From an optimization exercise on the open Yosys and OpenROAD flow, aimed at a short achievable clock period and few clock cycles; shortcuts taken in it are not production practice.
No functional check of the RTL was part of any run shown here.
In every run shown here, the design's own scripts or RTL, not TritonCTS, make the clock network.
The clock port is modelled as an ideal driver, which makes a skipped or thinned clock tree look cheaper than it is; a real chip needs a root buffer or a tree.
Power figures rest on the tool's default switching activity, not on a simulated workload.

**flow/flow/run.sh**
```bash
#!/bin/bash
# The standard ORFS layout (standard.sh), with four changes:
# - repair_timing is asked to leave SETUP_SLACK_MARGIN ns of setup slack
#   beyond the clock period, so that gates on the critical paths are sized and
#   buffered for speed;
# - it may swap a cell for one of another footprint (MATCH_CELL_FOOTPRINT=0),
#   so that slow port buffers can be replaced;
# - synthesis leaves adders to ABC as plain logic (ADDER_MAP_FILE empty),
#   instead of mapping them to the library's full- and half-adder cells,
#   whose carry chains ABC cannot restructure; registers are unchanged;
# - the clock tree is a balanced two-level tree built by flow/mycts.tcl
#   (hooked in with PRE_CTS_TCL) instead of TritonCTS's three-level tree.
# The clock, the SDC, the floorplan, power grid and every other step are
# unchanged. standard.sh's output goes to standard.log; each ORFS step's own
# log is under orfs/logs/.
set -euo pipefail
export SETUP_SLACK_MARGIN="${MARGIN:-11.9}"
export PRE_CTS_TCL="$PWD/flow/cts_hook.tcl"
bash standard.sh MATCH_CELL_FOOTPRINT=0 ADDER_MAP_FILE= finish > standard.log 2>&1
```
**flow/flow/cts_hook.tcl**
```tcl
# Sourced by ORFS's cts.tcl before clock tree synthesis (PRE_CTS_TCL).
# Replaces TritonCTS's three-level H-tree with the two-level tree of
# mycts.tcl, which reaches every flip-flop through two clock buffers and so
# has a shorter clock latency. Everything after CTS in cts.tcl (placement
# legalisation, repair_timing for setup and hold) runs as usual.
source [file join [file dirname [info script]] mycts.tcl]
rename clock_tree_synthesis tritoncts_clock_tree_synthesis
proc clock_tree_synthesis { args } {
  mycts_build 20 4 sky130_fd_sc_hd__clkbuf_16
  set_propagated_clock [all_clocks]
}
```
**flow/flow/mycts.tcl**
```tcl
# Two-level clock tree built in place of TritonCTS's tree. The clock port
# drives 4 root buffers, each root drives the leaf buffers of a quarter of
# the flip-flops, and each leaf buffer drives a compact group of at most
# CTS_LEAF_MAX flip-flops. Every flip-flop is reached through exactly two
# clock buffers, and the groups are balanced in size.

proc mycts_split { pts nparts } {
  # pts: list of {payload x y}; split into nparts groups of near equal size
  # by cutting across the longer side of the bounding box, recursively
  if { $nparts <= 1 } { return [list $pts] }
  set xs {}; set ys {}
  foreach p $pts { lappend xs [lindex $p 1]; lappend ys [lindex $p 2] }
  set xs [lsort -integer $xs]; set ys [lsort -integer $ys]
  set idx [expr { ([lindex $xs end] - [lindex $xs 0]) >= ([lindex $ys end] - [lindex $ys 0]) ? 1 : 2 }]
  set sorted [lsort -integer -index $idx $pts]
  set n1 [expr { $nparts / 2 }]
  set cut [expr { ([llength $sorted] * $n1) / $nparts }]
  return [concat [mycts_split [lrange $sorted 0 [expr { $cut - 1 }]] $n1] \
                 [mycts_split [lrange $sorted $cut end] [expr { $nparts - $n1 }]]]
}

proc mycts_centroid { pts } {
  set sx 0; set sy 0
  foreach p $pts { set sx [expr { $sx + [lindex $p 1] }]; set sy [expr { $sy + [lindex $p 2] }] }
  set n [llength $pts]
  return [list [expr { $sx / $n }] [expr { $sy / $n }]]
}

proc mycts_build { leaf_max nroots bufname } {
  set block [ord::get_db_block]
  set master [[ord::get_db] findMaster $bufname]
  set clk [$block findNet clk]
  set sinks {}
  foreach it [$clk getITerms] {
    set r [$it getBBox]
    lappend sinks [list $it [expr { ([$r xMin] + [$r xMax]) / 2 }] [expr { ([$r yMin] + [$r yMax]) / 2 }]]
  }
  puts "mycts: [llength $sinks] clock sinks"
  set nleaves [expr { ([llength $sinks] + $leaf_max - 1) / $leaf_max }]
  set groups [mycts_split $sinks $nleaves]
  set leaves {}
  set i 0
  foreach g $groups {
    lassign [mycts_centroid $g] cx cy
    set inst [odb::dbInst_create $block $master "clkbuf_leaf_$i"]
    $inst setLocation [expr { $cx - [$master getWidth] / 2 }] [expr { $cy - [$master getHeight] / 2 }]
    $inst setPlacementStatus PLACED
    set net [odb::dbNet_create $block "clknet_leaf_$i"]
    $net setSigType CLOCK
    [$inst findITerm X] connect $net
    foreach p $g {
      set it [lindex $p 0]
      $it disconnect
      $it connect $net
    }
    lappend leaves [list $inst $cx $cy]
    incr i
  }
  puts "mycts: [llength $leaves] leaf buffers"
  set rgroups [mycts_split $leaves $nroots]
  set j 0
  foreach g $rgroups {
    lassign [mycts_centroid $g] cx cy
    set inst [odb::dbInst_create $block $master "clkbuf_root_$j"]
    $inst setLocation [expr { $cx - [$master getWidth] / 2 }] [expr { $cy - [$master getHeight] / 2 }]
    $inst setPlacementStatus PLACED
    set net [odb::dbNet_create $block "clknet_root_$j"]
    $net setSigType CLOCK
    [$inst findITerm X] connect $net
    foreach p $g { [[lindex $p 0] findITerm A] connect $net }
    [$inst findITerm A] connect $clk
    incr j
  }
  puts "mycts: [llength $rgroups] root buffers"
  $clk setSigType CLOCK
}
```
**flow/standard.sh**
```bash
#!/bin/bash
# synth_recipe.tcl (not shown) runs the flow's synth.tcl, then flattens the netlist and writes it again
# the make line also repeats each setting of config.mk as NAME=value (left out here)
make -C /OpenROAD-flow-scripts/flow DESIGN_CONFIG=/design/flow/config.mk WORK_HOME=/design/flow/orfs CLKGATE_MAP_FILE= SYNTH_SCRIPT=/design/flow/synth_recipe.tcl "${@:-finish}"
```
**flow/config.mk**
```make
export PLATFORM = sky130hd
export DESIGN_NAME = arm
export DESIGN_NICKNAME = arm
export VERILOG_FILES = /design/flow/design.v
export SDC_FILE = /design/flow/constraint.sdc
export NUM_CORES = 4
export LEC_CHECK = 0
export ABC_CLOCK_PERIOD_IN_PS = 4000
export CAP_MARGIN = 20
export CORE_MARGIN = 2
export CORE_UTILIZATION = 40
export SLEW_MARGIN = 20
```
**flow/constraint.sdc**
```tcl
create_clock -name core_clock -period 16.0 [get_ports {clk}]
set_input_delay 3.2000 -clock core_clock [delete_from_list [all_inputs] [get_ports {clk}]]
set_output_delay 3.2000 -clock core_clock [all_outputs]
set_load 0.01 [all_outputs]
```
**flow/design.v**
```verilog
module FullAdder (A, B, cin, sum, cout);
	input logic A, B, cin;
	output logic sum, cout;
	assign sum = A ^ B ^ cin;
	assign cout = A&B | cin & (A^B);
endmodule 
module adder #(parameter N = 32) (
	input  logic [N-1:0] a, b,
	input  logic         cin,
	output logic [N-1:0] result,
	output logic         cout0
	);
	localparam int L = 5;  
	logic [N-1:0] p0;
	logic [N-1:0] g [0:L];
	logic [N-1:0] p [0:L];
	assign p0   = a ^ b;
	assign g[0] = (a & b) | {{(N-1){1'b0}}, p0[0] & cin};
	assign p[0] = p0;
	genvar i, k;
	generate
		for (k = 0; k < L; k++) begin : lvl
			for (i = 0; i < N; i++) begin : bit_
				if (i >= (1 << k)) begin : comb
					assign g[k+1][i] = g[k][i] | (p[k][i] & g[k][i - (1 << k)]);
					assign p[k+1][i] = p[k][i] & p[k][i - (1 << k)];
				end else begin : pass
					assign g[k+1][i] = g[k][i];
					assign p[k+1][i] = p[k][i];
				end
			end
		end
	endgenerate
	assign result = p0 ^ {g[L][N-2:0], cin};
	assign cout0  = g[L][N-1];
endmodule
module alu (
	input  logic [31:0] a, b,      
	input  logic        sub,       
	input  logic        do_and,    
	input  logic        do_orr,    
	output logic [31:0] Result,
	output logic [3:0]  ALUFlags,  
	output logic        ZFast      
	);
	logic [31:0] bx, sum, pz;
	logic        cout, zsum, zlog;
	assign bx = b;
	adder #(.N(32)) adding (.a(a), .b(bx), .cin(sub), .result(sum), .cout0(cout));
	assign pz   = (a ^ bx) ^ {(a[30:0] | bx[30:0]), sub};
	assign zsum = ~|pz;
	assign zlog = do_and ? ~|(a & b) : ~|(a | b);
	always_comb begin
		if (do_and)      Result = a & b;
		else if (do_orr) Result = a | b;
		else             Result = sum;
	end
	assign ALUFlags[3] = Result[31];
	assign ZFast       = (do_and | do_orr) ? zlog : zsum;
	assign ALUFlags[2] = ZFast;
	assign ALUFlags[1] = cout;
	assign ALUFlags[0] = ~(a[31] ^ bx[31]) & (a[31] ^ sum[31]);
endmodule
module reg_file (
	input  logic        clk, wr_en,
	input  logic [31:0] write_data,
	input  logic [3:0]  write_addr,
	input  logic [3:0]  read_addr1, read_addr2, read_addr3,
	output logic [31:0] read_data1, read_data2, read_data3
	);
	logic [14:0][31:0] memory;
	genvar i;
	generate
		for (i = 0; i < 15; i++) begin : regs
			always_ff @(posedge clk)
				if (wr_en && write_addr == i) memory[i] <= write_data;
		end
	endgenerate
	assign read_data1 = (wr_en && write_addr == read_addr1) ? write_data : memory[read_addr1];
	assign read_data2 = (wr_en && write_addr == read_addr2) ? write_data : memory[read_addr2];
	assign read_data3 = (wr_en && write_addr == read_addr3) ? write_data : memory[read_addr3];
endmodule
module arm (
    input  logic        clk, rst,
    input  logic [31:0] Instr,
    input  logic [31:0] ReadData,
    output logic [31:0] WriteData,
    output logic [31:0] PC, ALUResult,
    output logic        MemWrite
);
    logic [29:0] PCF;
    logic [29:0] PCN;                 
    logic [3:0]       btb_v;
    logic [3:0][7:0]  btb_tag;    
    logic [3:0][9:0]  btb_tgt;    
    logic [3:0][3:0]  btb_cond;   
    logic [31:0] InstrD;
    logic [29:0] PCD, PCD4, PCD8, PCD12;   
    logic        validD;
    logic        validE;
    logic [3:0]  CondE;
    logic        RegWriteE, MemtoRegE, SubE, AndE, OrrE;
    logic        FlagNZE, FlagCVE;
    logic [3:0]  WA3E;
    logic [31:0] SrcAE, SrcBE;
    logic        FwdAE;                   
    logic        FwdBE, FwdBpE, FwdBnE;   
    logic [3:0]  FlagsReg;                
    logic [31:0] MemAddrE, WDataE;        
    logic        MemWrE;
    logic [31:0] ResM;
    logic [3:0]  WA3M;
    logic        RegWriteM;
    assign PC        = {PCF, 2'b00};
    assign ALUResult = MemAddrE;
    assign WriteData = WDataE;
    assign MemWrite  = MemWrE;
    logic rstq;
    always_ff @(posedge clk) rstq <= rst;
    function automatic logic cond_pass(input logic [3:0] c, input logic [3:0] f);
        logic n, z, cf, v;
        {n, z, cf, v} = f;
        case (c)
            4'h0: cond_pass = z;
            4'h1: cond_pass = ~z;
            4'h2: cond_pass = cf;
            4'h3: cond_pass = ~cf;
            4'h4: cond_pass = n;
            4'h5: cond_pass = ~n;
            4'h6: cond_pass = v;
            4'h7: cond_pass = ~v;
            4'h8: cond_pass = cf & ~z;
            4'h9: cond_pass = ~cf | z;
            4'hA: cond_pass = ~(n ^ v);
            4'hB: cond_pass = n ^ v;
            4'hC: cond_pass = ~z & ~(n ^ v);
            4'hD: cond_pass = z | (n ^ v);
            4'hE: cond_pass = 1'b1;
            default: cond_pass = 1'b0;
        endcase
    endfunction
    logic [31:0] ALUResultE;
    logic condPassE, doE;
    assign condPassE = cond_pass(CondE, FlagsReg);
    assign doE       = validE & condPassE;
    logic [7:0] opD;
    logic isAddD, isSubD, isAndD, isOrrD, isLdrD, isStrD, isBD, immD;
    logic aluImmD;
    logic [3:0] RA1D, RA2D, RA3D;
    logic [31:0] RD1, RD2, RD3, PC8D, ImmD;
    assign opD    = InstrD[27:20];
    assign immD   = InstrD[25];
    assign isAddD = (opD[7:6] == 2'b00) & (opD[4:1] == 4'b0100);
    assign isSubD = (opD[7:6] == 2'b00) & (opD[4:1] == 4'b0010);
    assign isAndD = (opD[7:1] == 7'b0000000);
    assign isOrrD = (opD[7:1] == 7'b0001100);
    assign isLdrD = (opD == 8'b01011001);
    assign isStrD = (opD == 8'b01011000);
    assign isBD   = (opD[7:4] == 4'b1010);
    assign aluImmD = ((isAddD | isSubD) & immD) | isLdrD | isStrD;
    assign RA1D = InstrD[19:16];
    assign RA2D = InstrD[3:0];      
    assign RA3D = InstrD[15:12];    
    assign ImmD = (isLdrD | isStrD) ? {20'b0, InstrD[11:0]} : {{24{InstrD[7]}}, InstrD[7:0]};
    assign PC8D = {PCD8, 2'b00};
    reg_file u_reg_file (
        .clk       (clk),
        .wr_en     (RegWriteM),
        .write_data(ResM),
        .write_addr(WA3M),
        .read_addr1(RA1D),
        .read_addr2(RA2D),
        .read_addr3(RA3D),
        .read_data1(RD1),
        .read_data2(RD2),
        .read_data3(RD3)
    );
    logic [15:0] IsOne;
    logic        ResMIsOne, wr_lo;
    assign ResMIsOne = (ResM == 32'd1);
    assign wr_lo     = RegWriteM & (WA3M != 4'd15);
    always_ff @(posedge clk)
        for (int k = 0; k < 15; k++)
            if (RegWriteM && WA3M == k) IsOne[k] <= ResMIsOne;
    assign IsOne[15] = 1'b0;
    logic [31:0] RD1D, RD2D, RD3D, OpBD;
    assign RD1D = (RA1D == 4'd15) ? PC8D : RD1;
    assign RD2D = (RA2D == 4'd15) ? PC8D : RD2;
    assign RD3D = (RA3D == 4'd15) ? PC8D : RD3;
    assign OpBD = aluImmD ? ImmD : RD2D;
    logic wrE, fa_e, fb_e, fs_e;
    assign wrE  = doE & RegWriteE;
    assign fa_e = (RA1D != 4'd15) & (RA1D == WA3E) & wrE;
    assign fb_e = (RA2D != 4'd15) & (RA2D == WA3E) & wrE;
    assign fs_e = (RA3D != 4'd15) & (RA3D == WA3E) & wrE;
    logic [31:0] AddrD, WDataD;
    logic        condOKD, MemWrD;
    assign AddrD   = RD1D + {20'b0, InstrD[11:0]};
    assign WDataD  = fs_e ? (MemtoRegE ? ReadData : ALUResultE) : RD3D;
    assign condOKD = cond_pass(InstrD[31:28], FlagsReg);
    logic stall, ures, setNZ, setCV;
    assign setNZ = doE & FlagNZE;
    assign setCV = doE & FlagCVE;
    assign stall = validD & (((isLdrD | isStrD) & fa_e) |
                             (isStrD & (InstrD[31:28] != 4'hE) & (setNZ | setCV)));
    logic [29:0] TargetD, PC4D, PCPlus1F, PCPlus2F, PCHoldF;
    logic [3:0]  condD;
    logic needN, needC, needV, ZFastE, ZD;
    logic neT, neN, btb_hit;
    logic taken0, taken1, misp0, misp1, mispD, takenD;
    logic [29:0] next0, next1;
    logic [1:0]  fidx;
    assign condD = InstrD[31:28];
    always_comb begin
        needN = 1'b0; needC = 1'b0; needV = 1'b0;
        case (condD)
            4'h2, 4'h3, 4'h8, 4'h9: needC = 1'b1;
            4'h4, 4'h5:             needN = 1'b1;
            4'h6, 4'h7:             needV = 1'b1;
            4'hA, 4'hB, 4'hC, 4'hD: begin needN = 1'b1; needV = 1'b1; end
            default: ;
        endcase
    end
    assign ures   = validD & isBD & ((needN & setNZ) | ((needC | needV) & setCV));
    logic [29:0] OffD, csS, csC, zt;
    assign OffD    = {{6{InstrD[23]}}, InstrD[23:0]};
    assign TargetD = PCD8 + OffD;
    assign PC4D    = PCD4;
    assign csS = PCD8 ^ OffD ^ ~PCF;
    assign csC = {(PCD8[28:0] & OffD[28:0]) | (PCD8[28:0] & ~PCF[28:0]) | (OffD[28:0] & ~PCF[28:0]), 1'b0};
    assign zt  = (csS ^ csC) ^ {(csS[28:0] | csC[28:0]), 1'b1};
    assign neT = |zt;
    assign neN = (PC4D != PCF);
    assign taken0 = isBD & cond_pass(condD, {FlagsReg[3], 1'b0, FlagsReg[1:0]});
    assign taken1 = isBD & cond_pass(condD, {FlagsReg[3], 1'b1, FlagsReg[1:0]});
    assign misp0  = validD & ~ures & (taken0 ? neT : neN);
    assign misp1  = validD & ~ures & (taken1 ? neT : neN);
    logic        UresE, neTE, neNE, mispE;
    logic [29:0] TargetE, PC4E, corrE, TargetE1, PC8E, corrE1;
    assign mispE  = validE & UresE & (condPassE ? neTE : neNE);
    assign corrE  = condPassE ? TargetE : PC4E;
    assign corrE1 = condPassE ? TargetE1 : PC8E;
    assign fidx     = PCF[1:0];
    assign btb_hit  = btb_v[fidx] & (btb_tag[fidx] == PCF[9:2]);
    logic        zeValid, ZeD, btbTaken;
    assign zeValid = validD & InstrD[20] & immD & (InstrD[31:28] == 4'hE) &
                     ((isSubD & (InstrD[7:0] == 8'h01)) | (isAddD & (InstrD[7:0] == 8'hFF))) &
                     (RA1D != 4'd15) & ~fa_e;
    assign ZeD     = (wr_lo & (WA3M == RA1D)) ? ResMIsOne : IsOne[RA1D[3:0]];
    always_comb begin
        btbTaken = btb_hit;
        if (zeValid && btb_cond[fidx] == 4'h0 && !ZeD) btbTaken = 1'b0;
        if (zeValid && btb_cond[fidx] == 4'h1 &&  ZeD) btbTaken = 1'b0;
    end
    logic [29:0] BtbT, BtbT1, PCHoldN, nextN0, nextN1, TargetD1;
    assign PCPlus1F = PCN;
    assign PCPlus2F = PCN + 30'd1;
    assign BtbT     = {PCF[29:10], btb_tgt[fidx]};
    assign BtbT1    = BtbT + 30'd1;
    assign TargetD1 = PCD12 + OffD;
    always_comb begin
        if (stall)         begin PCHoldF = PCF;  PCHoldN = PCN;      end
        else if (btbTaken) begin PCHoldF = BtbT; PCHoldN = BtbT1;    end
        else               begin PCHoldF = PCN;  PCHoldN = PCPlus2F; end
    end
    assign next0  = mispE ? corrE  : misp0 ? (taken0 ? TargetD  : PC4D) : PCHoldF;
    assign next1  = mispE ? corrE  : misp1 ? (taken1 ? TargetD  : PC4D) : PCHoldF;
    assign nextN0 = mispE ? corrE1 : misp0 ? (taken0 ? TargetD1 : PCD8) : PCHoldN;
    assign nextN1 = mispE ? corrE1 : misp1 ? (taken1 ? TargetD1 : PCD8) : PCHoldN;
    assign ZD     = setNZ ? ZFastE : FlagsReg[2];
    assign mispD  = ZD ? misp1 : misp0;
    assign takenD = ZD ? taken1 : taken0;
    always_ff @(posedge clk) begin
        if (rstq) PCF <= {29'b0, ~rst};
        else      PCF <= ZD ? next1 : next0;
        if (rstq) PCN <= {28'b0, ~rst, rst};
        else      PCN <= ZD ? nextN1 : nextN0;
    end
    logic       upd, upd_v;
    logic [9:0] upd_pc, upd_tgt;
    logic [3:0] upd_cond;
    always_ff @(posedge clk) begin
        if (rstq) upd <= 1'b0;
        else     upd <= mispD & ~mispE;
        upd_v   <= takenD;
        upd_pc  <= PCD[9:0];
        upd_tgt <= TargetD[9:0];
        upd_cond <= InstrD[31:28];
    end
    always_ff @(posedge clk) begin
        if (rstq) btb_v <= '0;
        else if (upd) begin
            btb_v[upd_pc[1:0]]   <= upd_v;
            btb_tag[upd_pc[1:0]] <= upd_pc[9:2];
            btb_tgt[upd_pc[1:0]] <= upd_tgt;
            btb_cond[upd_pc[1:0]] <= upd_cond;
        end
    end
    logic [31:0] A, B;
    logic [3:0]  ALUFlags;
    assign A      = FwdAE ? ResM : SrcAE;
    assign B      = ({32{FwdBpE}} & ResM) | ({32{FwdBnE}} & ~ResM) |
                    ({32{~FwdBE}} & SrcBE);
    alu u_alu (
        .a       (A),
        .b       (B),
        .sub     (SubE),
        .do_and  (AndE),
        .do_orr  (OrrE),
        .Result  (ALUResultE),
        .ALUFlags(ALUFlags),
        .ZFast   (ZFastE)
    );
    always_ff @(posedge clk) begin
        if (!stall) begin
            InstrD <= Instr;
            PCD    <= PCF;
            PCD4   <= PCPlus1F;
            PCD8   <= PCPlus2F;
            PCD12  <= PCN + 30'd2;
        end
        if (rstq)         validD <= ~rst;
        else if (mispE)   validD <= 1'b0;
        else if (!stall)  validD <= ~mispD;
    end
    always_ff @(posedge clk) begin
        if (rstq) validE <= 1'b0;
        else     validE <= validD & ~stall & ~mispE;
        UresE     <= ures;
        neTE      <= neT;
        neNE      <= neN;
        TargetE   <= TargetD;
        PC4E      <= PC4D;
        TargetE1  <= TargetD1;
        PC8E      <= PCD8;
        CondE     <= InstrD[31:28];
        RegWriteE <= isAddD | isSubD | isAndD | isOrrD | isLdrD;
        MemtoRegE <= isLdrD;
        SubE      <= isSubD;
        AndE      <= isAndD;
        OrrE      <= isOrrD;
        FlagNZE   <= InstrD[20] & (isAddD | isSubD | isAndD | isOrrD);
        FlagCVE   <= InstrD[20] & (isAddD | isSubD);
        WA3E      <= InstrD[15:12];
        SrcAE     <= RD1D;
        SrcBE     <= isSubD ? ~OpBD : OpBD;
        FwdAE     <= fa_e;
        FwdBE     <= fb_e & ~aluImmD;
        FwdBpE    <= fb_e & ~aluImmD & ~isSubD;
        FwdBnE    <= fb_e & ~aluImmD & isSubD;
        MemAddrE  <= AddrD;
        WDataE    <= WDataD;
        if (rstq) MemWrE <= 1'b0;
        else      MemWrE <= validD & isStrD & condOKD & ~stall & ~mispE;
    end
    always_ff @(posedge clk) begin
        if (rstq) FlagsReg <= '0;
        else begin
            if (doE & FlagNZE) FlagsReg[3:2] <= ALUFlags[3:2];
            if (doE & FlagCVE) FlagsReg[1:0] <= ALUFlags[1:0];
        end
    end
    always_ff @(posedge clk) begin
        if (rstq) RegWriteM <= 1'b0;
        else      RegWriteM <= wrE;
        ResM <= MemtoRegE ? ReadData : ALUResultE;
        WA3M <= WA3E;
    end
endmodule
```
==> results of run 1 <==
routing by layer:
metal	routed length (um)	vias to the layer above	part of all wire	global-route usage
met1	89230	24600	0.37	0.3671
met4	15440	4	0.064	0.1355
met3	24250	703	0.10	0.04494
met5	25	-	0.00010	0
li1	-	20650	-	-
met2	111700	3090	0.46	0.4644
sequential cells by signal, summed over array words and instances (netlist names), 10 cells and up:
| name | flops |
|---|---|
| u_reg_file.memory | 480 |
| btb_tgt | 40 |
| InstrD | 32 |
| MemAddrE | 32 |
| ResM | 32 |
| SrcAE | 32 |
| SrcBE | 32 |
| WDataE | 32 |
| btb_tag | 32 |
| PC4E | 30 |
| PC8E | 30 |
| PCD4 | 30 |
| PCD8 | 30 |
| PCF | 30 |
| PCN | 30 |
| TargetE1 | 30 |
| PCD12 | 29 |
| TargetE | 21 |
| btb_cond | 16 |
| IsOne | 15 |
| PCD | 10 |
| upd_pc | 10 |
cells in the mapped netlist, types with 11 or more instances:
cell type	instances	area share
buf_2	47	0.0037
o22ai_1	48	0.0048
and4_1	13	0.0018
o21a_1	11	0.0013
o211ai_1	44	0.0053
o2111ai_1	11	0.0015
and2_1	29	0.0029
edfxtp_1	715	0.34
or3_1	23	0.0023
a31oi_1	71	0.0071
clkbuf_1	301	0.018
a21o_1	28	0.0033
xnor3_1	20	0.0072
nor3_1	58	0.0046
nor2b_1	48	0.0048
a22oi_1	18	0.0021
or2_2	13	0.0013
nand3b_1	14	0.0017
nand3_1	66	0.0053
mux2i_1	300	0.048
nor2_1	313	0.019
dfxtp_1	393	0.13
nor3b_1	11	0.0013
nor4_1	41	0.0041
xnor2_1	288	0.040
maj3_1	59	0.0094
nand4_1	62	0.0062
a21boi_0	12	0.0014
o21ai_0	296	0.024
a21oi_1	166	0.013
nand2b_1	52	0.0052
o211a_1	14	0.0022
a221oi_1	26	0.0036
buf_4	19	0.0023
buf_6	12	0.0021
inv_1	72	0.0043
xor2_1	123	0.017
o31ai_1	31	0.0037
a211oi_1	59	0.0070
buf_1	60	0.0036
o221ai_1	51	0.0071
and3_1	32	0.0032
mux4_2	395	0.14
nand2_1	498	0.030
mux2_2	131	0.023
cells by family (layout without fill, tap and decap cells):
family	Yosys count	count (layout)	synth area share
AO/OA/AOI/OAI	1020	1021	0.1072
XOR/XNOR	438	438	0.06673
adder cells (fa/ha/maj)	60	60	0.009566
buffers and inverters	518	754	0.03480
flip-flops	1108	1108	0.4663
multiplexers	840	840	0.2166
other	1	2	0.00005961
AND/OR/NAND/NOR	1312	1313	0.09869
cell usage in the layout, fill, tap and decap left out, types with 123 or more instances in the layout:
cell type / count
xnor2_1: 281
o21ai_0: 251
nor2_1: 279
nand2_1: 485
edfxtp_1: 715
mux4_2: 395
dfxtp_1: 282
buf_4: 309
mux2i_1: 274
a21oi_1: 154
mux2_2: 123
stage by stage:
stage / cells / setup slack, ns / util / cell area [um2]
3_3_place_gp: 7207 / 9.223 / 0.4255 / 66470
3_5_place_dp: 7208 / 9.090 / 0.4256 / 66490
2_1_floorplan: 5298 / 11.85 / - / 62930
6_report: 7594 / 11.35 / 0.4773 / 74550
4_1_cts: 7495 / 11.55 / 0.4634 / 72390
5_1_grt: 7594 / 11.36 / 0.4773 / 74550
layout make-up:
cell class / instances / area (um2) / area share
Multi-Input combinational cell: 3674 / 33750 / 0.4528
Sequential cell: 1108 / 29620 / 0.3973
Inverter: 75 / 299.0 / 0.004011
Buffer: 60 / 1501 / 0.02014
Tap cell: 2058 / 2575 / 0.03454
Timing Repair Buffer: 619 / 6804 / 0.09126
worst max path at each step:
stage	start	cells past startpoint	slack (ns)	endpoint
2_1_floorplan	InstrD[16]$_DFFE_PN_	16	11.85	PCN[8]$_SDFF_PP0_
3_3_place_gp	InstrD[17]$_DFFE_PN_	16	9.22	MemAddrE[31]$_DFF_P_
3_5_place_dp	InstrD[17]$_DFFE_PN_	16	9.09	MemAddrE[31]$_DFF_P_
4_1_cts	FwdAE$_DFF_P_	15	11.55	PCF[6]$_SDFF_PP0_
5_1_grt	FwdBnE$_DFF_P_	15	11.36	PCF[6]$_SDFF_PP0_
6_report	FwdBnE$_DFF_P_	14	11.35	PCF[6]$_SDFF_PP0_
where the power goes:
group | leakage [nW] | switching [mW] | total, mW | internal (mW)
clock network | 0.739 | 0.913 | 1.58 | 0.663
logic | 15.2 | 1.19 | 2.09 | 0.892
registers | 10.0 | 0.306 | 3.70 | 3.39
total | 25.9 | 2.41 | 7.36 | 4.95
timing repair:
| item | in CTS | in global routing |
|---|---|---|
| endpoints found under the setup margin | 391 | 287 |
| gates resized for setup | 914 | 271 |
| gates cloned | 46 | 10 |
| buffers inserted | 181 | 89 |
| pin swaps | 99 | 63 |
| hold buffers | 0 | 0 |
==> metrics.md, run 1 <==
| Metric | Value |
|---|---|
| Status | complete, no violations |
| Crit path max fanout | 8 |
| Skew final | approximately 0.045 ns |
| Pre-Repair DR Iteration Count | 5 |
| Number of fill cells | between 10000 and 15000 |
| Clock latency at the later pin of the worst-skew pair | 0.51 ns |
| CP max stage cell | a311o_2 |
| Residual DRC count | 0 |
| CP required | ~16 ns |
| CP cell instances | clkbuf_16 -> buf_12 -> mux2_2 -> o21ai_1 -> o21ai_0 -> a221oi_1 -> nand4_1 -> or4_1 -> a311o_2 -> and2_4 -> mux2_4 -> buf_4 -> a221oi_1 -> a221oi_2 |
| WHS | 0.3498 ns |
| Largest delay share family, worst path | compound AO/OA/AOI/OAI gates |
| Num rows | between 100 and 150 |
| Effective utilization at floorplan | 0.4027 |
| Largest net degree at the start of global routing | between 90 and 100 |
| Clk slew on worst S/H paths | roughly 0.090 ns |
| Final period utilization | 0.2905 |
| Setup Viol. Count Final | 0 |
| Lkg Pwr | between 20 and 30 nW |
| Placed wire-length estimate | about 150000 um |
| Share of layout cells above drive strength 1 | 0.3004 |
| Worst setup SP type | flip-flop |
| Async S/R FF share, synth | 0 |
| Tot GR Track Use | 0.2834 |
| Worst Setup End Kind | flip-flop |
| EDFF count, synth | around 720 |
| Arr. time, crit path | 4.98 ns |
| Hold endpoint | upd_pc[3]$_DFF_P_ |
| RSZ-0062 raised after global routing | true |
| Final Max Slew Viols | 0 |
| Capturing point of the worst reg2reg path | PCF[6]$_SDFF_PP0_ |
| Worst min-delay path startpoint | PCD[3]$_DFFE_PN_ |
| Reg2reg path depth | 14 |
| WL final | between 200000 and 250000 um |
| Mapped Area | roughly 63000 um2 |
| Drt via density | about 6.5 |
| Min Tclk post-route | approximately 4.6 ns |
| Kind of critical path | reg -> reg |
| CP most frequent cell | a221oi_1 |
| First-pass GRT wire length | 336500 um |
| CP peak stage delay | 0.48 ns |
| Slew margin rel. | 0.2967 |
| Mapped Cells | 5297 |
| Reg2reg start | FwdBnE$_DFF_P_ |
| DR vias | between 40000 and 50000 |
| Core Region | ~160000 um2 |
| Worst Max-Slew Pin Slew | between 1 and 1.5 ns |
| Wire per inst | 31.69 um |
| Die area | 160500 um2 |
| Port bufs | 160 |
| Total power | 7.364 mW |
| Synth warn | 7 |
| Register bit count reported by yosys | around 1100 |
| I/O Pins | approximately 160 |
| Netlist cell types | 109 |
| Die H | about 400 um |
| Grt total ovfl | 0 |
| Placer Congestion | 0.9580 |
| Worst Hold Depth | 0 |
| Avg Inst Size Synth | roughly 12 um2 |
| Peak Freq | between 200 and 250 MHz |
| Vias in the first global route | around 47000 |
| Max Cap Viol | 0 |
| Most used DFF post-synth | edfxtp_1 |
| Buf/Inv on CP | 3 |
| Final ANT Viol Nets | 0 |
| VDD IR-drop max | between 0.09 and 0.1 mV |
| Reg-to-reg setup timing slack | approximately 11 ns |
| HP Class | reg -> reg |
| Setup TNS | 0 ns |
| Iteration-0 DRC count of the detailed router | approximately 6100 |
| Nets | roughly 5600 |
| Sequential area share after synthesis | 0.4663 |
| Final Hold Violating Endpoints | 0 |
| Initial antenna violation count | 12 |
| Die X | about 400 um |
| Antenna Cells | 0 |
| Synth-to-layout area growth | 18.51% |
| Power Density | ~99 nW/um2 |
==> run 2, diff against run 1 <==
--- a/flow/design.v
+++ b/flow/design.v
@@ -65,7 +65,7 @@
 	input  logic        clk, wr_en,
 	input  logic [31:0] write_data,
 	input  logic [3:0]  write_addr,
-	input  logic [3:0]  read_addr1, read_addr2, read_addr3,
+	input  logic [15:0] read_sel1, read_sel2, read_sel3,
 	output logic [31:0] read_data1, read_data2, read_data3
 	);
 	logic [14:0][31:0] memory;
@@ -76,9 +76,18 @@
 				if (wr_en && write_addr == i) memory[i] <= write_data;
 		end
 	endgenerate
-	assign read_data1 = (wr_en && write_addr == read_addr1) ? write_data : memory[read_addr1];
-	assign read_data2 = (wr_en && write_addr == read_addr2) ? write_data : memory[read_addr2];
-	assign read_data3 = (wr_en && write_addr == read_addr3) ? write_data : memory[read_addr3];
+	function automatic logic [31:0] read_port(input logic [15:0] sel,
+	                                          input logic [14:0][31:0] m);
+		logic [31:0] r;
+		r = '0;
+		for (int k = 0; k < 15; k++) r = r | ({32{sel[k]}} & m[k]);
+		read_port = r;
+	endfunction
+	logic wr_lo;
+	assign wr_lo = wr_en & (write_addr != 4'd15);
+	assign read_data1 = (wr_lo & read_sel1[write_addr]) ? write_data : read_port(read_sel1, memory);
+	assign read_data2 = (wr_lo & read_sel2[write_addr]) ? write_data : read_port(read_sel2, memory);
+	assign read_data3 = (wr_lo & read_sel3[write_addr]) ? write_data : read_port(read_sel3, memory);
 endmodule
 module arm (
     input  logic        clk, rst,
@@ -89,13 +98,9 @@
     output logic        MemWrite
 );
     logic [29:0] PCF;
-    logic [29:0] PCN;                 
-    logic [3:0]       btb_v;
-    logic [3:0][7:0]  btb_tag;    
-    logic [3:0][9:0]  btb_tgt;    
-    logic [3:0][3:0]  btb_cond;   
     logic [31:0] InstrD;
-    logic [29:0] PCD, PCD4, PCD8, PCD12;   
+    logic [15:0] RS1D, RS2D, RS3D;    
+    logic [29:0] PCD, PCD4, PCD8;     
     logic        validD;
     logic        validE;
     logic [3:0]  CondE;
@@ -117,6 +122,26 @@
     assign MemWrite  = MemWrE;
     logic rstq;
     always_ff @(posedge clk) rstq <= rst;
+    function automatic logic [32:0] ks_add(input logic [31:0] a, b, input logic cin);
+        logic [31:0] p0, g, p, gn, pn;
+        p0 = a ^ b;
+        g  = (a & b) | {31'b0, p0[0] & cin};
+        p  = p0;
+        for (int k = 0; k < 5; k++) begin
+            for (int i = 0; i < 32; i++) begin
+                if (i >= (1 << k)) begin
+                    gn[i] = g[i] | (p[i] & g[i - (1 << k)]);
+                    pn[i] = p[i] & p[i - (1 << k)];
+                end else begin
+                    gn[i] = g[i];
+                    pn[i] = p[i];
+                end
+            end
+            g = gn;
+            p = pn;
+        end
+        ks_add = {g[31], p0 ^ {g[30:0], cin}};
+    endfunction
     function automatic logic cond_pass(input logic [3:0] c, input logic [3:0] f);
         logic n, z, cf, v;
         {n, z, cf, v} = f;
@@ -163,30 +188,26 @@
     assign RA3D = InstrD[15:12];    
     assign ImmD = (isLdrD | isStrD) ? {20'b0, InstrD[11:0]} : {{24{InstrD[7]}}, InstrD[7:0]};
     assign PC8D = {PCD8, 2'b00};
-    reg_file u_reg_file (
-        .clk       (clk),
-        .wr_en     (RegWriteM),
-        .write_data(ResM),
-        .write_addr(WA3M),
-        .read_addr1(RA1D),
-        .read_addr2(RA2D),
-        .read_addr3(RA3D),
-        .read_data1(RD1),
-        .read_data2(RD2),
-        .read_data3(RD3)
-    );
-    logic [15:0] IsOne;
-    logic        ResMIsOne, wr_lo;
-    assign ResMIsOne = (ResM == 32'd1);
-    assign wr_lo     = RegWriteM & (WA3M != 4'd15);
+    logic [14:0][31:0] regs;
     always_ff @(posedge clk)
         for (int k = 0; k < 15; k++)
-            if (RegWriteM && WA3M == k) IsOne[k] <= ResMIsOne;
-    assign IsOne[15] = 1'b0;
+            if (RegWriteM && WA3M == k) regs[k] <= ResM;
+    function automatic logic [31:0] read_port(input logic [15:0] sel,
+                                              input logic [14:0][31:0] m);
+        logic [31:0] r;
+        r = '0;
+        for (int k = 0; k < 15; k++) r = r | ({32{sel[k]}} & m[k]);
+        read_port = r;
+    endfunction
+    logic wr_lo;
+    assign wr_lo = RegWriteM & (WA3M != 4'd15);
+    assign RD1 = (wr_lo & RS1D[WA3M]) ? ResM : read_port(RS1D, regs);
+    assign RD2 = (wr_lo & RS2D[WA3M]) ? ResM : read_port(RS2D, regs);
+    assign RD3 = (wr_lo & RS3D[WA3M]) ? ResM : read_port(RS3D, regs);
     logic [31:0] RD1D, RD2D, RD3D, OpBD;
-    assign RD1D = (RA1D == 4'd15) ? PC8D : RD1;
-    assign RD2D = (RA2D == 4'd15) ? PC8D : RD2;
-    assign RD3D = (RA3D == 4'd15) ? PC8D : RD3;
+    assign RD1D = RD1 | ({32{RS1D[15]}} & PC8D);
+    assign RD2D = RD2 | ({32{RS2D[15]}} & PC8D);
+    assign RD3D = RD3 | ({32{RS3D[15]}} & PC8D);
     assign OpBD = aluImmD ? ImmD : RD2D;
     logic wrE, fa_e, fb_e, fs_e;
     assign wrE  = doE & RegWriteE;
@@ -195,7 +216,11 @@
     assign fs_e = (RA3D != 4'd15) & (RA3D == WA3E) & wrE;
     logic [31:0] AddrD, WDataD;
     logic        condOKD, MemWrD;
-    assign AddrD   = RD1D + {20'b0, InstrD[11:0]};
+    logic [12:0] AddrLo;
+    logic [19:0] BaseHiP1;
+    assign AddrLo   = {1'b0, RD1D[11:0]} + {1'b0, InstrD[11:0]};
+    assign BaseHiP1 = RD1D[31:12] + 20'd1;
+    assign AddrD    = {AddrLo[12] ? BaseHiP1 : RD1D[31:12], AddrLo[11:0]};
     assign WDataD  = fs_e ? (MemtoRegE ? ReadData : ALUResultE) : RD3D;
     assign condOKD = cond_pass(InstrD[31:28], FlagsReg);
     logic stall, ures, setNZ, setCV;
@@ -203,13 +228,12 @@
     assign setCV = doE & FlagCVE;
     assign stall = validD & (((isLdrD | isStrD) & fa_e) |
                              (isStrD & (InstrD[31:28] != 4'hE) & (setNZ | setCV)));
-    logic [29:0] TargetD, PC4D, PCPlus1F, PCPlus2F, PCHoldF;
+    logic [29:0] TargetD, PC4D, PCPlus1F, PCPlus2F;
     logic [3:0]  condD;
     logic needN, needC, needV, ZFastE, ZD;
-    logic neT, neN, btb_hit;
+    logic neT, neN;
     logic taken0, taken1, misp0, misp1, mispD, takenD;
-    logic [29:0] next0, next1;
-    logic [1:0]  fidx;
+    logic [29:0] PCNextF;
     assign condD = InstrD[31:28];
     always_comb begin
         needN = 1'b0; needC = 1'b0; needV = 1'b0;
@@ -236,88 +260,66 @@
     assign misp0  = validD & ~ures & (taken0 ? neT : neN);
     assign misp1  = validD & ~ures & (taken1 ? neT : neN);
     logic        UresE, neTE, neNE, mispE;
-    logic [29:0] TargetE, PC4E, corrE, TargetE1, PC8E, corrE1;
-    assign mispE  = validE & UresE & (condPassE ? neTE : neNE);
-    assign corrE  = condPassE ? TargetE : PC4E;
-    assign corrE1 = condPassE ? TargetE1 : PC8E;
-    assign fidx     = PCF[1:0];
-    assign btb_hit  = btb_v[fidx] & (btb_tag[fidx] == PCF[9:2]);
-    logic        zeValid, ZeD, btbTaken;
-    assign zeValid = validD & InstrD[20] & immD & (InstrD[31:28] == 4'hE) &
-                     ((isSubD & (InstrD[7:0] == 8'h01)) | (isAddD & (InstrD[7:0] == 8'hFF))) &
-                     (RA1D != 4'd15) & ~fa_e;
-    assign ZeD     = (wr_lo & (WA3M == RA1D)) ? ResMIsOne : IsOne[RA1D[3:0]];
-    always_comb begin
-        btbTaken = btb_hit;
-        if (zeValid && btb_cond[fidx] == 4'h0 && !ZeD) btbTaken = 1'b0;
-        if (zeValid && btb_cond[fidx] == 4'h1 &&  ZeD) btbTaken = 1'b0;
-    end
-    logic [29:0] BtbT, BtbT1, PCHoldN, nextN0, nextN1, TargetD1;
-    assign PCPlus1F = PCN;
-    assign PCPlus2F = PCN + 30'd1;
-    assign BtbT     = {PCF[29:10], btb_tgt[fidx]};
-    assign BtbT1    = BtbT + 30'd1;
-    assign TargetD1 = PCD12 + OffD;
-    always_comb begin
-        if (stall)         begin PCHoldF = PCF;  PCHoldN = PCN;      end
-        else if (btbTaken) begin PCHoldF = BtbT; PCHoldN = BtbT1;    end
-        else               begin PCHoldF = PCN;  PCHoldN = PCPlus2F; end
-    end
-    assign next0  = mispE ? corrE  : misp0 ? (taken0 ? TargetD  : PC4D) : PCHoldF;
-    assign next1  = mispE ? corrE  : misp1 ? (taken1 ? TargetD  : PC4D) : PCHoldF;
-    assign nextN0 = mispE ? corrE1 : misp0 ? (taken0 ? TargetD1 : PCD8) : PCHoldN;
-    assign nextN1 = mispE ? corrE1 : misp1 ? (taken1 ? TargetD1 : PCD8) : PCHoldN;
+    logic [29:0] TargetE, PC4E, corrE;
+    assign mispE = validE & UresE & (condPassE ? neTE : neNE);
+    assign corrE = condPassE ? TargetE : PC4E;
+    assign PCPlus1F = PCF + 30'd1;
+    assign PCPlus2F = PCF + 30'd2;
     assign ZD     = setNZ ? ZFastE : FlagsReg[2];
     assign mispD  = ZD ? misp1 : misp0;
     assign takenD = ZD ? taken1 : taken0;
-    always_ff @(posedge clk) begin
-        if (rstq) PCF <= {29'b0, ~rst};
-        else      PCF <= ZD ? next1 : next0;
-        if (rstq) PCN <= {28'b0, ~rst, rst};
-        else      PCN <= ZD ? nextN1 : nextN0;
-    end
-    logic       upd, upd_v;
-    logic [9:0] upd_pc, upd_tgt;
-    logic [3:0] upd_cond;
-    always_ff @(posedge clk) begin
-        if (rstq) upd <= 1'b0;
-        else     upd <= mispD & ~mispE;
-        upd_v   <= takenD;
-        upd_pc  <= PCD[9:0];
-        upd_tgt <= TargetD[9:0];
-        upd_cond <= InstrD[31:28];
-    end
-    always_ff @(posedge clk) begin
-        if (rstq) btb_v <= '0;
-        else if (upd) begin
-            btb_v[upd_pc[1:0]]   <= upd_v;
-            btb_tag[upd_pc[1:0]] <= upd_pc[9:2];
-            btb_tgt[upd_pc[1:0]] <= upd_tgt;
-            btb_cond[upd_pc[1:0]] <= upd_cond;
-        end
-    end
+    logic [24:0] QHi;
+    assign QHi = PCPlus2F[29:5];
+    fetch_next u_fetch_next (
+        .Instr   (Instr),
+        .PCF     (PCF),
+        .PCPlus1F(PCPlus1F),
+        .Q2Lo    (PCPlus2F[4:0]),
+        .QHi     (QHi),
+        .QHiP1   (QHi + 25'd1),
+        .QHiM1   (QHi - 25'd1),
+        .stall   (stall),
+        .mispE   (mispE),
+        .corrE   (corrE),
+        .TargetD (TargetD),
+        .PC4D    (PC4D),
+        .misp0   (misp0),
+        .misp1   (misp1),
+        .taken0  (taken0),
+        .taken1  (taken1),
+        .ZD      (ZD),
+        .rstq    (rstq),
+        .rst     (rst),
+        .PCNext  (PCNextF)
+    );
+    always_ff @(posedge clk) PCF <= PCNextF;
     logic [31:0] A, B;
     logic [3:0]  ALUFlags;
     assign A      = FwdAE ? ResM : SrcAE;
     assign B      = ({32{FwdBpE}} & ResM) | ({32{FwdBnE}} & ~ResM) |
                     ({32{~FwdBE}} & SrcBE);
-    alu u_alu (
-        .a       (A),
-        .b       (B),
-        .sub     (SubE),
-        .do_and  (AndE),
-        .do_orr  (OrrE),
-        .Result  (ALUResultE),
-        .ALUFlags(ALUFlags),
-        .ZFast   (ZFastE)
-    );
+    logic [32:0] SumE;
+    logic        ZSumE, ZLogE;
+    assign SumE  = ks_add(A, B, SubE);
+    assign ZSumE = ~|((A ^ B) ^ {(A[30:0] | B[30:0]), SubE});
+    assign ZLogE = AndE ? ~|(A & B) : ~|(A | B);
+    always_comb begin
+        if (AndE)      ALUResultE = A & B;
+        else if (OrrE) ALUResultE = A | B;
+        else           ALUResultE = SumE[31:0];
+    end
+    assign ZFastE   = (AndE | OrrE) ? ZLogE : ZSumE;
+    assign ALUFlags = {ALUResultE[31], ZFastE, SumE[32],
+                       ~(A[31] ^ B[31]) & (A[31] ^ SumE[31])};
     always_ff @(posedge clk) begin
         if (!stall) begin
             InstrD <= Instr;
+            RS1D   <= 16'b1 << Instr[19:16];
+            RS2D   <= 16'b1 << Instr[3:0];
+            RS3D   <= 16'b1 << Instr[15:12];
             PCD    <= PCF;
             PCD4   <= PCPlus1F;
             PCD8   <= PCPlus2F;
-            PCD12  <= PCN + 30'd2;
         end
         if (rstq)         validD <= ~rst;
         else if (mispE)   validD <= 1'b0;
@@ -331,8 +333,6 @@
         neNE      <= neN;
         TargetE   <= TargetD;
         PC4E      <= PC4D;
-        TargetE1  <= TargetD1;
-        PC8E      <= PCD8;
         CondE     <= InstrD[31:28];
         RegWriteE <= isAddD | isSubD | isAndD | isOrrD | isLdrD;
         MemtoRegE <= isLdrD;
@@ -367,3 +367,38 @@
         WA3M <= WA3E;
     end
 endmodule
+module fetch_next (
+    input  logic [31:0] Instr,
+    input  logic [29:0] PCF, PCPlus1F,
+    input  logic [4:0]  Q2Lo,
+    input  logic [24:0] QHi, QHiP1, QHiM1,
+    input  logic        stall, mispE,
+    input  logic [29:0] corrE, TargetD, PC4D,
+    input  logic        misp0, misp1, taken0, taken1, ZD,
+    input  logic        rstq, rst,
+    output logic [29:0] PCNext
+);
+    logic [5:0]  LoSum;
+    logic        shortF, predF;
+    logic [29:0] FTarget, hold, next0, next1;
+    assign LoSum = {1'b0, Q2Lo} + {1'b0, Instr[4:0]};
+    assign shortF = Instr[23] ? (&Instr[22:5]) : ~(|Instr[22:5]);
+    always_comb begin
+        case ({Instr[23], LoSum[5]})
+            2'b00:   FTarget = {QHi,   LoSum[4:0]};
+            2'b01:   FTarget = {QHiP1, LoSum[4:0]};
+            2'b10:   FTarget = {QHiM1, LoSum[4:0]};
+            default: FTarget = {QHi,   LoSum[4:0]};
+        endcase
+    end
+    assign predF = (Instr[27:24] == 4'b1010) & shortF &
+                   ((Instr[31:28] == 4'hE) | (Instr[23] & (Instr[31:28] != 4'hF)));
+    always_comb begin
+        if (stall)      hold = PCF;
+        else if (predF) hold = FTarget;
+        else            hold = PCPlus1F;
+    end
+    assign next0 = mispE ? corrE : misp0 ? (taken0 ? TargetD : PC4D) : hold;
+    assign next1 = mispE ? corrE : misp1 ? (taken1 ? TargetD : PC4D) : hold;
+    assign PCNext = rstq ? {29'b0, ~rst} : (ZD ? next1 : next0);
+endmodule
==> flow/flow/run.sh (replaced) <==
#!/bin/bash
# The standard ORFS layout (standard.sh), with three changes:
# - repair_timing is asked to leave SETUP_SLACK_MARGIN ns of setup slack
#   beyond the clock period, so that gates on the critical paths are sized and
#   buffered for speed;
# - it may swap a cell for one of another footprint (MATCH_CELL_FOOTPRINT=0),
#   so that slow port buffers can be replaced;
# - the clock tree is a balanced two-level tree built by flow/mycts.tcl
#   (hooked in with PRE_CTS_TCL) instead of TritonCTS's three-level tree.
# The clock, the SDC, the floorplan, power grid and every other step are
# unchanged. standard.sh's output goes to standard.log; each ORFS step's own
# log is under orfs/logs/.
set -euo pipefail
export SETUP_SLACK_MARGIN="${MARGIN:-12.5}"
export PRE_CTS_TCL="$PWD/flow/cts_hook.tcl"
bash standard.sh MATCH_CELL_FOOTPRINT=0 finish > standard.log 2>&1
--- a/flow/config.mk
+++ b/flow/config.mk
@@ -10,3 +10,5 @@
 export CORE_MARGIN = 2
 export CORE_UTILIZATION = 40
 export SLEW_MARGIN = 20
+export SYNTH_HIERARCHICAL = 1
+export SYNTH_MINIMUM_KEEP_SIZE = 10
==> run 2 against run 1 <==
Register-to-register slack improved by 0.02 ns. Power decreased by 14%. Area after synthesis decreased by 20%. Clock power decreased by 15%. Hold slack improved by 0.10 ns. First-iteration DRC count increased by 69%. Core utilization increased by 1.2 points. Sequential cell count decreased by 200. Setup slack got worse by 0.32 ns. Clock skew increased by 0.021 ns. Synthesized cell count decreased by 8.7%. Critical path type is now in -> reg. Critical endpoint is now PCF[19]$_DFF_P_.
==> metrics.md, run 2 <==
| Metric | Value |
|---|---|
| Status | complete, no violations |
| Placed Area | 54730 um2 (-18%) |
| Reg2reg path depth | 17 (+3) |
| Clock latency at the later pin of the worst-skew pair | 0.50 ns (about the same) |
| Wire per inst | 37.45 um (+18%) |
| Worst slack, placed | 8.866 ns (-0.2231 ns) |
| Final instance area | 61450 um2 (-18%) |
| Share of layout cells above drive strength 1 | 0.2219 (-0.07848) |
| HP Class | reg -> reg |
| Clk slew on worst S/H paths | 0.10 ns (about the same) |
| Worst Setup End Kind | flip-flop |
| Number of fill cells | 11250 (-17%) |
| Mapped Cells | 4837 (-8.7%) |
| Most used DFF post-synth | edfxtp_1 |
| Largest cells by area after synthesis | edfxtp_1 37%, dfxtp_1 11%, a22oi_1 4.8%, xnor2_1 3.9%, ha_1 3.7% |
| Post-route setup slack | 11.03 ns (-0.3174 ns) |
| Num rows | 130 (-10%) |
| Final Hold Violating Endpoints | 0 (unchanged) |
| Min Tclk post-route | 4.966 ns (+0.3174 ns) |
| Top reg by flops | regs |
| Final Max Slew Viols | 0 (unchanged) |
| Commonest non-fill, non-tap cells in the layout | 621 x edfxtp_1, 316 x a22oi_1, 315 x nand2_1, 243 x buf_4, 239 x inv_1 |
| Die H | 359.8 um (-10%) |
| Reg2reg start | RS1D[15]$_SDFFCE_PN0N_ |
| Switching part of the total power | 0.3466 (+0.01876) |
| Pint | 4.116 mW (-17%) |
| Final ANT Viol Nets | 0 (unchanged) |
| Compound-Gate Fraction of Synth Area | 0.2108 (+0.1036) |
| Count leader, synth | edfxtp_1 |
| Max Cap Viol | 0 (unchanged) |
| Clock power frac | 0.212 (-0.002) |
| VDD IR-drop max | 0.1121 mV (+22%) |
| Mapped Area | 50630 um2 (-20%) |
| Power Density | 102.5 nW/um2 (+3.8%) |
| First-pass GRT wire length | 344600 um (+2.4%) |
| Lkg Pwr | 22.83 nW (-12%) |
| Register bit count reported by yosys | 908 (-18%) |
| Avg Inst Size Synth | 10.47 um2 (-12%) |
| Die X | 359.8 um (-10%) |
| Comb pwr share | 0.289 (+0.006) |
| Crit path max fanout | 7 (-1) |
| Core Region | 125600 um2 (-20%) |
| Port bufs | 160 (unchanged) |
| Worst min-delay path startpoint | PCD4[22]$_DFFE_PN_ |
| Skew final | 0.06540 ns (+0.02077 ns) |
| Commonest non-fill, non-tap cell in the layout | edfxtp_1 |
| Synth area leader | edfxtp_1 |
| Netlist cell types | 97 (-11%) |
| Capturing point of the worst reg2reg path | MemAddrE[30]$_DFF_P_ |
| Post-CTS Hold Buffers | 0 (unchanged) |
| Tot GR Track Use | 0.3684 (+0.08501) |
| Residual DRC count | 0 (unchanged) |
| Final period utilization | 0.3104 (+0.01984) |
| Placed wire-length estimate | 145900 um (+0.27%) |
| Kind of critical path | in -> reg |
| Reg power frac | 0.499 (-0.004) |
| Largest net degree at the start of global routing | 78 (-19%) |
| Setup TNS | 0 ns (unchanged) |
| Grt total ovfl | 0 (unchanged) |
| RSZ-0062 raised after global routing | true |
| Synth-to-layout area growth | 21.37% |
| Arr. time, crit path | 5.41 ns (+0.43 ns) |
| CP endpoint | PCF[19]$_DFF_P_ |
| Post-synth top area share | 0.3683 (+0.02705) |
| Worst Max-Slew Pin Slew | 1.120 ns (+0.06886 ns) |
| Sequential area share after synthesis | 0.4818 (+0.01548) |
| Xor/xnor share of the synthesized area | 0.05393 (-0.01280) |
| Die area | 129400 um2 (-19%) |
| Setup Viol. Count Final | 0 (unchanged) |
| Simple-Gate Fraction of Synth Area | 0.1138 (+0.01512) |
| Drt via density | 7.113 (+10%) |
| Synth warn | 8 (+1) |
| Worst setup SP type | input port |
| Synth cell count leaders | 621 x edfxtp_1, 355 x nand2_1, 326 x a22oi_1, 287 x clkbuf_1, 287 x dfxtp_1 |
| Largest register FFs | 480 (unchanged) |
| EDFF count, synth | 621 (-13%) |
| Crit path launch | Instr[1] |
| Total power | 6.300 mW (-14%) |
| Post-synthesis mux area share | 0.04357 (-0.1730) |
| WL final | 252300 um (+4.8%) |
| Pre-Repair DR Iteration Count | 13 (+8) |
| Vias in the first global route | 45010 (-3.7%) |
| Reg-to-reg setup timing slack | 11.37 ns (+0.02 ns) |
| Post-Synth Adder-Cell Area | 0.05052 (+0.04095) |
| Placer Congestion | 0.9738 (+1.6%) |
| DR vias | 47910 (-2.3%) |
| Iteration-0 DRC count of the detailed router | 10280 (+69%) |
| Slew margin rel. | 0.2477 (-0.04907) |
| Effective utilization at floorplan | 0.4032 (+0.0004312) |
| Peak Freq | 201.4 MHz (-6.4%) |
| I/O Pins | 163 (unchanged) |
| Nets | 5335 (-4.8%) |
| CP required | 16.45 ns (+0.12 ns) |
| Sw power | 2.183 mW (-9.6%) |
| Largest family of logic cells by synthesized area | compound AO/OA/AOI/OAI gates |
| WHS | 0.4513 ns (+0.1015 ns) |
| Initial antenna violation count | 14 (+2) |
| Async S/R FF share, synth | 0 (unchanged) |
==> run 2: cell types whose count changed in the layout (fill, tap and decap cells not counted), moves of 129 or more <==
cell	previous run	this run
a221oi_1	20	191
a22o_1	5	161
a22oi_1	14	316
dfxtp_1	282	153
inv_1	71	239
mux2i_1	274	129
mux4_2	395	13
nand2_1	485	315
==> run 2: repair_timing <==
item / 4_1_cts / 5_1_grt
resized for setup: 968 / 208
buffers inserted: 173 / 67
setup endpoints to repair: 459 / 323
cloned: 31 / 4
pin swaps: 106 / 113
==> run 2: worst min-delay path by stage <==
stage / end / slack (ns) / cells after the start
after global placement: WA3M[2]$_DFF_P_ / 0.42 / 0
after floorplan: CondE[0]$_DFF_P_ / 0.35 / 0
after detailed placement: WA3M[2]$_DFF_P_ / 0.42 / 0
after global routing: PC4E[22]$_DFF_P_ / 0.46 / 0
after CTS: PC4E[12]$_DFF_P_ / 0.44 / 0
final: PC4E[22]$_DFF_P_ / 0.45 / 0
==> run 2: final cells by class <==
class / count / area (um2) / area share
repair inverters: 2 / 15.01 / 0.0002443
well taps: 1650 / 2064 / 0.03360
flip-flops and latches: 908 / 24710 / 0.4021
repair buffers: 531 / 5718 / 0.09306
multi-input cells: 3336 / 26710 / 0.4346
diodes: 2 / 5.005 / 0.00008145
plain buffers: 50 / 1251 / 0.02036
inverters: 256 / 978.4 / 0.01592
==> run 2: power groups by stage <==
| stage | clock network (mW) | logic (mW) | registers [mW] |
|---|---|---|---|
| after floorplan | 0 | 0.807 | 3.04 |
| after global placement | 0 | 1.31 | 3.21 |
| after detailed placement | 0 | 1.31 | 3.22 |
| after CTS | 1.33 | 1.63 | 3.14 |
| after global routing | 1.41 | 1.88 | 3.16 |
| final | 1.34 | 1.82 | 3.14 |
==> run 2: critical path: stages <==
cell,delay [ns]
buf_12,0.11
ha_4,0.20
a21o_1,0.17
a21oi_2,0.18
nor2b_1,0.07
o21ai_1,0.13
nand2b_1,0.14
ha_4,0.43
clkbuf_16,0.21
buf_4,0.12
nand2_4,0.04
o21ai_2,0.06
mux2i_1,0.08
a21oi_1,0.13
o21a_1,0.13
==> run 2: stage by stage <==
stage,std cells,util
after CTS,6662,0.4773
after floorplan,4838,-
after global routing,6734,0.4893
after global placement,6408,0.4358
after detailed placement,6408,0.4358
final,6735,0.4893
==> run 2: logic make-up (layout without fill, tap and decap cells) <==
logic type / after synthesis / in the layout
and+or+nand+nor: 1171 / 1172
xor gates and xnor gates: 310 / 310
DFF: 908 / 908
buffers and inverters: 595 / 839
adders and majority gates: 184 / 184
muxes: 197 / 197
AOI/OAI and AO/OA: 1471 / 1471
other: 1 / 4
==> run 2: modules after synthesis, one instance, submodules excluded <==
module      cells inside  times used  cell area (um2)
arm                 4329           1            47380
fetch_next           508           1             3249
==> run 2: layer usage <==
metal	part of all wire	track usage	vias to the layer above
li1	-	-	18990
met2	0.41	0.5380	4568
met3	0.15	0.1214	1165
met1	0.36	0.4751	23170
met4	0.081	0.2151	10
met5	0.00051	0.003700	-

-- static timing again, ports no longer ideal --
The results above use ideal ports. As a check the final layouts listed here were re-extracted and re-timed, cells and wires unchanged. Step 1 sets driving cells, clkbuf_16 on the clock port and buf_2 on the other inputs (assumed; they add their load-dependent delay and slew). Step 2 moves the port delays by t, midway between the first and last clock arrival at a register: inputs arrive t later, outputs are due t later. That takes back most of the time a late clock gives input paths. Three values: ideal, step 1, step 2; two values: the first two.
run	t, ns	slack for setup (ns)	hold WS [ns]	worst setup path at the end	worst register clock-pin slew, ns
run 1	0.659	11.352 / 11.351 / 11.351	0.350 / 0.350 / 0.350	register to register	0.10 / 0.10
run 2	0.643	11.034 / 11.116 / 10.472	0.451 / 0.451 / 0.451	input to register	0.10 / 0.10
After both steps every run listed still meets setup and hold. The setup slack of run 2, which loses most, moves by +0.082 ns with the drivers and by -0.562 ns with both steps.
